This design comes from an exercise in tuning for small area, a short achievable clock period and few clock cycles per item on the open sky130 flow, not from production work.
Function not checked in this run: the RTL went through the layout flow alone.
Power and IR drop assume default switching activity.

## flow/design.v

```verilog
package rv32i_types;
    localparam  ROB_ID_SIZE = 4;
    typedef enum bit [2:0] {
        alu_add = 3'b000,
        alu_sll = 3'b001,
        alu_sra = 3'b010,
        alu_sub = 3'b011,
        alu_xor = 3'b100,
        alu_srl = 3'b101,
        alu_or  = 3'b110,
        alu_and = 3'b111
    } alu_ops;
endpackage
module booth_step
(
    input  logic [32:0] x,         
    input  logic [8:0]  ybits,
    input  logic [41:0] lo_in,
    input  logic [21:0] up_in,
    input  logic [1:0]  pend_in,
    output logic [41:0] lo_out,
    output logic [21:0] up_out,
    output logic [1:0]  pend_out
);
    localparam int W = 44;         
    logic [W-1:0] row [0:3];
    logic [W-1:0] op0;
    logic [W-1:0] s1, c1, s2, c2, s3, c3, total;
    logic [21:0]  up_fix;
    always_comb begin
        op0 = {2'b00, lo_in[33:0], 8'b00000000};
        for (int i = 0; i < 4; i++) begin
            logic b0, b1, b2, neg, one, two;
            logic [34:0] mag;
            b0 = ybits[2*i];
            b1 = ybits[2*i+1];
            b2 = ybits[2*i+2];
            neg = b2 & ~(b1 & b0);
            one = b1 ^ b0;
            two = (b2 & ~b1 & ~b0) | (~b2 & b1 & b0);
            mag = one ? {{2{x[32]}}, x} : (two ? {x[32], x, 1'b0} : 35'd0);
            if (neg) mag = ~mag;
            row[i] = {{(W-35){mag[34]}}, mag} << (2*i);
            op0[2*i] = neg;
        end
    end
    assign s1 = op0 ^ row[0] ^ row[1];
    assign c1 = ((op0 & row[0]) | (op0 & row[1]) | (row[0] & row[1])) << 1;
    assign s2 = row[2] ^ row[3] ^ s1;
    assign c2 = ((row[2] & row[3]) | (row[2] & s1) | (row[3] & s1)) << 1;
    assign s3 = s2 ^ c2 ^ c1;
    assign c3 = ((s2 & c2) | (s2 & c1) | (c2 & c1)) << 1;
    assign total = s3 + c3;
    assign up_fix   = up_in + {{21{pend_in[1]}}, pend_in[0]};
    assign up_out   = {up_fix[13:0], lo_in[41:34]};
    assign lo_out   = total[41:0];
    assign pend_out = total[43:42];
endmodule : booth_step
module div_steps
(
    input  logic [31:0] r_in,
    input  logic [31:0] q_in,
    input  logic [32:0] bal_in,
    output logic [31:0] r_out,
    output logic [31:0] q_out,
    output logic [32:0] bal_out
);
    always_comb begin
        logic [31:0] r, q;
        logic [32:0] bal;
        logic [33:0] d;
        r   = r_in;
        q   = q_in;
        bal = bal_in;
        for (int i = 0; i < 2; i++) begin
            d = {2'b00, r} - {1'b0, bal};
            q = {q[30:0], ~d[33]};
            if (!d[33]) r = d[31:0];
            bal = {1'b0, bal[32:1]};
        end
        r_out   = r;
        q_out   = q;
        bal_out = bal;
    end
endmodule : div_steps
import rv32i_types::*;
module alu_cmp_unit
(
    input   logic           alu_cmp,
    input   logic   [2:0]   aluop,
    input   logic   [2:0]   cmpop,
    input   logic   [31:0]  a, b,
    output  logic   [31:0]  f
);
    logic        sub;
    logic [31:0] bb, p, g, sum, lg;
    logic [32:0] c;
    logic        eq, lts, ltu, br_en;
    assign sub = alu_cmp | (aluop == alu_sub);
    assign bb  = b ^ {32{sub}};
    assign p   = a ^ bb;
    assign g   = a & bb;
    always_comb begin
        logic [31:0] gg, pp, gn, pn;
        gg = g; pp = p;
        gg[0] = g[0] | (p[0] & sub);
        for (int l = 0; l < 5; l++) begin
            gn = gg; pn = pp;
            for (int i = 0; i < 32; i++) begin
                if ((i >> l) & 1) begin
                    int j;
                    j = ((i >> l) << l) - 1;
                    gn[i] = gg[i] | (pp[i] & gg[j]);
                    pn[i] = pp[i] & pp[j];
                end
            end
            gg = gn; pp = pn;
        end
        c[0] = sub;
        for (int i = 0; i < 32; i++) c[i+1] = gg[i];
    end
    assign sum = p ^ c[31:0];
    assign eq  = &p;                  
    assign ltu = ~c[32];
    assign lts = (a[31] ^ b[31]) ? a[31] : sum[31];
    assign br_en = (cmpop[2] ? (cmpop[1] ? ltu : lts) : eq) ^ cmpop[0];
    always_comb begin
        case (aluop[1:0])
            2'b00:   lg = p;          
            2'b10:   lg = p | g;      
            default: lg = g;          
        endcase
    end
    logic [31:0] sh_out, sr_in;
    logic [32:0] sr;
    logic        sh_left;
    assign sh_left = (aluop == alu_sll);
    always_comb begin
        for (int i = 0; i < 32; i++) sr_in[i] = sh_left ? a[31-i] : a[i];
    end
    assign sr = signed'({(aluop == alu_sra) & a[31], sr_in}) >>> b[4:0];
    always_comb begin
        for (int i = 0; i < 32; i++) sh_out[i] = sh_left ? sr[31-i] : sr[i];
    end
    always_comb begin
        if (alu_cmp) f = {31'd0, br_en};
        else begin
            case (aluop)
                alu_add, alu_sub: f = sum;
                alu_sll, alu_sra, alu_srl: f = sh_out;
                default: f = lg;
            endcase
        end
    end
endmodule : alu_cmp_unit
import rv32i_types::*;
module exec_unit_top
(
    input  logic        clk,
    input  logic        rst,
    input  logic        branch_mispredict,
    input  logic        in_valid,
    input  logic [6:0]  opcode,
    input  logic [6:0]  funct7,
    input  logic [2:0]  funct3,
    input  logic        alu_cmp,
    input  logic [2:0]  aluop,
    input  logic [2:0]  cmpop,
    input  logic [31:0] rs1_v,
    input  logic [31:0] rs2_v,
    input  logic [3:0]  rob_id_dest,
    output logic        ready,
    output logic [3:0]  rob_id,
    output logic [31:0] rd_data
);
    logic is_m, is_mul, is_div;
    assign is_m   = (opcode == 7'b0110011) && (funct7 == 7'b0000001);
    assign is_mul = is_m & ~funct3[2];
    assign is_div = is_m &  funct3[2];
    logic        busy, done;
    logic [3:0]  cnt;
    logic [63:0] acc;      
    logic [1:0]  pend;     
    logic [32:0] bal;      
    logic [31:0] alu_f;
    alu_cmp_unit u_alu (
        .alu_cmp(alu_cmp), .aluop(aluop), .cmpop(cmpop),
        .a(rs1_v), .b(rs2_v), .f(alu_f)
    );
    function automatic logic [3:0] fits(input logic [32:0] v);
        logic [32:0] d;
        d = v ^ {33{v[32]}};       
        for (int k = 1; k <= 4; k++) fits[k-1] = ((d >> (8*k-1)) == 33'd0);
    endfunction
    function automatic logic [8:0] chunk(input logic [32:0] v, input logic [3:0] k);
        logic [40:0] e;
        e = {{7{v[32]}}, v, 1'b0};
        case (k)
            4'd0:    chunk = e[8:0];
            4'd1:    chunk = e[16:8];
            4'd2:    chunk = e[24:16];
            4'd3:    chunk = e[32:24];
            default: chunk = e[40:32];
        endcase
    endfunction
    function automatic logic [8:0] topchunk(input logic [32:0] v, input logic [3:0] f);
        logic [40:0] e;
        e = {{7{v[32]}}, v, 1'b0};
        topchunk = f[0] ? e[8:0] : 9'd0;
        for (int k = 1; k < 4; k++)
            if (f[k] & ~f[k-1]) topchunk = topchunk | e[8*k+8 -: 9];
        if (~f[3]) topchunk = topchunk | e[40:32];
    endfunction
    function automatic logic [3:0] nchunks(input logic [3:0] f);
        nchunks = 4'd5;
        for (int k = 4; k >= 1; k--) if (f[k-1]) nchunks = 4'(k);
    endfunction
    logic        a_sg, b_sg, swap;
    logic [32:0] ax, bx, mx;
    logic [3:0]  fa, fb;
    logic [3:0]  mm;
    logic [8:0]  ya, yb, ybits;
    logic [41:0] lo_n;
    logic [21:0] up_n;
    logic [1:0]  pend_n;
    assign a_sg = (funct3[1:0] != 2'b11);    
    assign b_sg = ~funct3[1];                
    assign ax   = {a_sg & rs1_v[31], rs1_v};
    assign bx   = {b_sg & rs2_v[31], rs2_v};
    assign fa   = fits(ax);
    assign fb   = fits(bx);
    assign swap = |(fa & ~fb);
    assign mx   = swap ? bx : ax;
    assign mm   = swap ? nchunks(fa) : nchunks(fb);
    assign ya    = busy ? chunk(ax, cnt) : topchunk(ax, fa);
    assign yb    = busy ? chunk(bx, cnt) : topchunk(bx, fb);
    assign ybits = swap ? ya : yb;
    booth_step u_booth (
        .x(mx), .ybits(ybits),
        .lo_in(busy ? acc[41:0] : 42'd0), .up_in(busy ? acc[63:42] : 22'd0),
        .pend_in(busy ? pend : 2'd0),
        .lo_out(lo_n), .up_out(up_n), .pend_out(pend_n)
    );
    logic [21:0] up_fin;
    logic [31:0] mul_out;
    assign up_fin  = acc[63:42] + {{21{pend[1]}}, pend[0]};
    assign mul_out = (funct3[1:0] == 2'b00) ? acc[31:0] : {up_fin, acc[41:32]};
    function automatic logic [5:0] clz32(input logic [31:0] v);
        clz32 = 6'd32;
        for (int i = 0; i < 32; i++) if (v[i]) clz32 = 6'(31 - i);
    endfunction
    logic        d_sg, d_rem, bz, bypass;
    logic [31:0] da, db;
    logic [5:0]  lza, lzb;
    logic [5:0]  nq;
    logic [3:0]  c1;           
    logic [32:0] bal0;
    logic [31:0] r_n, q_n, dval, dfix, dbyp, div_out;
    logic [32:0] bal_n;
    logic        dneg;
    assign d_sg  = ~funct3[0];               
    assign d_rem =  funct3[1];               
    assign da    = (d_sg & rs1_v[31]) ? (~rs1_v + 32'd1) : rs1_v;
    assign db    = (d_sg & rs2_v[31]) ? (~rs2_v + 32'd1) : rs2_v;
    assign bz    = (rs2_v == 32'd0);
    assign bypass = bz | (da < db);
    assign lza   = clz32(da);
    assign lzb   = clz32(db);
    assign nq    = lzb - lza;
    assign c1    = nq[4:1];
    assign bal0  = {1'b0, db} << {c1, 1'b1};
    div_steps u_div (
        .r_in(acc[31:0]), .q_in(acc[63:32]), .bal_in(bal),
        .r_out(r_n), .q_out(q_n), .bal_out(bal_n)
    );
    assign dval = d_rem ? r_n : q_n;
    assign dneg = d_sg & (rs1_v[31] ^ (~d_rem & rs2_v[31]));
    assign dfix = dneg ? (~dval + 32'd1) : dval;
    assign dbyp = d_rem ? rs1_v : {32{bz}};
    assign div_out = busy ? dfix : dbyp;
    always_ff @(posedge clk) begin
        if (rst || branch_mispredict) begin
            busy <= 1'b0;
            done <= 1'b0;
        end else if (done) begin
            busy <= 1'b0;
            done <= 1'b0;
        end else if (!busy) begin
            if (in_valid && is_mul) begin
                busy <= 1'b1;
                done <= swap ? fa[0] : fb[0];
            end else if (in_valid && is_div && !bypass) begin
                busy <= 1'b1;
            end
        end else if (is_div) begin
            if (cnt == 4'd0) busy <= 1'b0;
        end else begin
            done <= (cnt == 4'd0);
        end
    end
    always_ff @(posedge clk) begin
        if (!busy) cnt <= is_div ? c1 : (mm - 4'd2);
        else       cnt <= cnt - 4'd1;
        if (is_mul || (!busy && !is_div)) acc <= {up_n, lo_n};
        else if (busy)                    acc <= {q_n, r_n};
        else                              acc <= {32'd0, da};
        pend <= pend_n;
        bal  <= busy ? bal_n : bal0;
    end
    assign ready   = in_valid & (~is_m | (is_mul & done) | (is_div & (bypass | (busy & (cnt == 4'd0)))));
    assign rob_id  = rob_id_dest;
    assign rd_data = is_m ? (is_div ? div_out : mul_out) : alu_f;
endmodule
```

## flow/run.sh

```bash
#!/bin/bash
# synth_recipe.tcl (not shown) runs the flow's synth.tcl, then flattens the netlist and writes it again
# the make line also repeats each setting of config.mk as NAME=value (left out here)
make -C /OpenROAD-flow-scripts/flow DESIGN_CONFIG=/design/flow/config.mk WORK_HOME=/design/flow/orfs CLKGATE_MAP_FILE= SYNTH_SCRIPT=/design/flow/synth_recipe.tcl finish
```

## flow/config.mk

```make
export PLATFORM = sky130hd
export DESIGN_NAME = exec_unit_top
export DESIGN_NICKNAME = exec_unit_top
export VERILOG_FILES = /design/flow/design.v
export SDC_FILE = /design/flow/constraint.sdc
export NUM_CORES = 4
export LEC_CHECK = 0
export ABC_AREA = 1
export CAP_MARGIN = 20
export CORE_MARGIN = 2
export CORE_UTILIZATION = 40
export SETUP_SLACK_MARGIN = 2
export SLEW_MARGIN = 20
```

## flow/constraint.sdc

```tcl
create_clock -name core_clock -period 12.0 [get_ports {clk}]
set_input_delay 2.4000 -clock core_clock [delete_from_list [all_inputs] [get_ports {clk}]]
set_output_delay 2.4000 -clock core_clock [all_outputs]
set_load 0.01 [all_outputs]
```

==> results.txt <==
==> kinds of logic after synthesis <==
family | after synthesis | synth area share (%)
flops | 105 | 6.90
simple gates | 1786 | 24.7
buf+inv | 885 | 11.4
fa+ha+maj | 382 | 18.7
compound gates | 1557 | 28.5
mux | 19 | 0.624
xor+xnor | 317 | 9.21
==> area by class of cell <==
type | count | area share [%]
multi-input cells | 4062 | 72.2
repair buffers | 461 | 10.9
inverters | 641 | 6.77
flip-flops and latches | 105 | 5.88
well taps | 978 | 3.36
clock buffers | 9 | 0.618
clock inverters | 7 | 0.206
diodes | 5 | 0.0344
==> routing by layer <==
layer / wire (µm) / vias to the layer above
li1: - / 17500
met1: 71400 / 18100
met2: 70400 / 2426
met3: 22500 / 512
met4: 11100 / 8
met5: 61 / -
==> worst max-delay path by stage <==
| stage | to | slack, ns | cells past startpoint |
|---|---|---|---|
| final | rd_data[31] | 2.00 | 29 |
| after global routing | acc[40] | 1.79 | 54 |
| after CTS | acc[40] | 1.93 | 56 |
| after detailed placement | acc[41] | 0.46 | 45 |
| after global placement | acc[41] | 0.51 | 44 |
| after floorplan | acc[40] | 2.11 | 57 |
==> critical path, delay by kind of cell <==
kind,cells,cell delay [ns]
adder cells (fa/ha/maj),1,0.35
AND/OR/NAND/NOR,8,0.97
AO/OA/AOI/OAI,8,1.45
XOR/XNOR,2,0.45
buffers and inverters,10,1.96
==> cells in the final DEF, fill, tap and decap left out, drive strengths merged, types with 10 or more instances in the layout <==
master         netlist  layout
a21boi              10      10
a21oi              375     376
a221oi              18      18
a31oi               24      24
buf                 78     341
clkbuf             166      25
clkdlybuf4s50        0      66
clkinv              20      14
clkinvlp             0      12
dfxtp              105     105
dlygate4sd2          0      14
dlymetal6s2s         0      23
fa                 121     121
ha                 261     261
inv                621     622
mux2i               19      19
nand2             1071    1071
nand3              233     233
nand4               36      36
nor2               347     347
nor3                38      38
nor4                25      25
o2111ai             20      20
o211ai              58      58
o21ai              863     863
o21bai              15      15
o221ai              29      29
o22ai               76      76
o31ai               18      18
or2                 23      23
xnor2               83      83
xor2               234     234
==> repair_timing <==
action                                  4_1_cts  5_1_grt
buffers inserted                             49       54
resized for setup                           220      345
pin swaps                                    34       94
gates cloned                                  2        2
endpoints found under the setup margin       50       47
==> registers in the layout, summed over array words and instances, names as in the netlist <==
name  flops
pend      2
cnt       4
busy      1
acc      64
done      1
bal      33
==> metrics by stage <==
step	worst slack [ns]	cell area, µm²
6_report	2.00	36400
5_1_grt	1.79	36400
4_1_cts	1.93	35000
3_5_place_dp	0.462	33700
3_3_place_gp	0.508	33700
2_1_floorplan	2.11	30500
==> where the power goes <==
part / switching, mW / leakage, nW / internal [mW] / total [mW]
combinational: 8.14 / 15.8 / 4.98 / 13.1
sequential: 0.235 / 0.876 / 0.579 / 0.814
clock: 0.191 / 0.141 / 0.148 / 0.339
==> summary.txt <==
Global routing
  • Met1 GRT Util: 59.1%
  • Busiest grt layer: met2
  • Number of global-route vias before repair: 34.3k
  • Grt total ovfl: 0
  • Total track usage: 43.2%
  • Pin count of the biggest net entering global routing: 61
  • Met3 GRT Util: 11.9%
  • Initial antenna violation count: 11
  • Routing usage on met2: 61.4%
  • Global-route wire length before repair: 246000 µm

Final layout
  • P&R area growth vs syn: 19.6%
  • Core Util, Final: 48.1%
  • Layout net count: 5758
  • Fin cells: 6268
  • Sequential cell area: 2140 µm²
  • Multi-input logic area: 26300 µm²
  • Fill cell count: 8047
  • Fraction of final layout cells sized beyond drive strength 1: 14.5%

Timing
  • Hold Vio Cnt, Final: 0
  • Final hold slack: 0.449 ns
  • Slew HR: 23.1%
  • Setup Skew: 0.0180 ns
  • Final Slew Violations: 0
  • Endpoints failing setup: 0
  • RSZ-0062 raised after global routing: yes
  • Worst slew pin tran: 1.15 ns
  • Fin crit period: 10.0 ns
  • Max Clk Rate: 100 MHz
  • Setup TNS Final: 0 ns
  • Fin crit share: 83.3%

Setup path
  • Reg2reg setup slack: 3.78 ns
  • R2R depth: 44
  • Startpoint types: input pin
  • CP max-delay cell: clkdlybuf4s50_1
  • Worst endpoint required time: 9.60 ns
  • CP Data Arrival Time: 7.60 ns
  • Critical path launch point: alu_cmp
  • FF-to-FF End: acc[37]
  • RR Startpoint: cnt[2]
  • CP Max Fanout: 11
  • Crit path kind: in -> out
  • Crit path largest cell delay: 0.54 ns
  • Capturing element type of the critical path: output port

Placed design
  • Dpl hpwl: 142000 µm
  • Port Buf Inserts: 124
  • # placed instances: 6140
  • RD Place Congestion: 1.09

Clocking
  • Longest Clk Path Bufs: 2
  • CTS tree: built
  • Root buf cell: clkbuf_16
  • Clock latency (worst-skew pair): 0.41 ns
  • CTS buffer count: 9
  • Clock transition at path regs: 0.10 ns
  • H-tree Lvls: 3
  • Clk sink count: 105
  • Post-CTS Hold Fix Bufs: 0

Run
  • Max-cap viol count: 0

Worst hold path
  • End of the worst hold path: bal[29]
  • Hold path depth: 2
  • Hold Crit Start: bal[31]
  • Hold Crit Class: reg -> reg

Logic synthesis
  • Largest area contributor in the netlist: nand2_1
  • Synth unique cells: 74
  • Share of the synthesized area in the top cell type: 13.0%
  • Synth top area cells: nand2_1 (13%), o21ai_0 (13%), ha_1 (11%)
  • Most common cell in the netlist: nand2_1
  • Synthesis-stage register bit count: 105
  • Synthesized cell area: 30500 µm²
  • Mapped Cells: 5051
  • Ys flop type: dfxtp_1
  • Synth Net Count: 5529
  • Commonest cells in the netlist: nand2_1 (1057), o21ai_0 (772), inv_1 (593)
  • Syn Area/Cell: 6.03 µm²
  • Syn. warnings: 5
  • Post-synth EDFFs: 0
  • Sequential-to-total area share from yosys stat: 6.90%
  • Async set or reset register ratio after synthesis: 0%

Floorplanning
  • Initial core utilization: 40.2%
  • Die height: 280 µm
  • DIE WIDTH: 280 µm
  • Core ar.: 75700 µm²
  • Ports: 133
  • Core Rows: 101
  • Die Area: 78400 µm²

Routing
  • First-pass detailed-route iteration total: 8
  • Iteration-0 DRC Markers: 5810
  • Wire per inst: 28.0 µm
  • Via density: 6.14
  • DRT Wirelength: 175000 µm
  • ANT nets after route: 0
  • # DRC: 0
  • Vias after detailed routing: 38.5k

Outcome
  • Outcome: finished clean

Pwr
  • PnR Total Power: 14.3 mW
  • Pwr Density: 392 nW/µm²
  • Static Leakage: 16.9 nW
  • Worst ir drop on vdd: 0.000281 V

## what the ideal ports hide
The flow's constraints put no driver on any port. The routed layout listed below was extracted and timed again, unchanged, in two steps.
Step 1 sets driving cells, clkbuf_16 on the clock port and buf_2 on the other inputs (assumed; they add their load-dependent delay and slew).
Step 2 adds t to the input delays and takes it off the output delays; t is the mean of the earliest and latest rising clock arrival at the registers after step 1. Input paths then give back, and output paths get back, about the clock's delay inside the block.
Three values: ideal, step 1, step 2; two values: the first two.
t, ns: 0.457
setup slack, ns: 2.000 / 1.982 / 1.791
worst hold slack (ns): 0.449 / 0.449 / 0.449
slew at the worst register clock pin (ns): 0.10 / 0.10
After both steps setup and hold are still met in this run. The setup slack of this run moves by -0.018 ns with the drivers and by -0.209 ns with both steps.
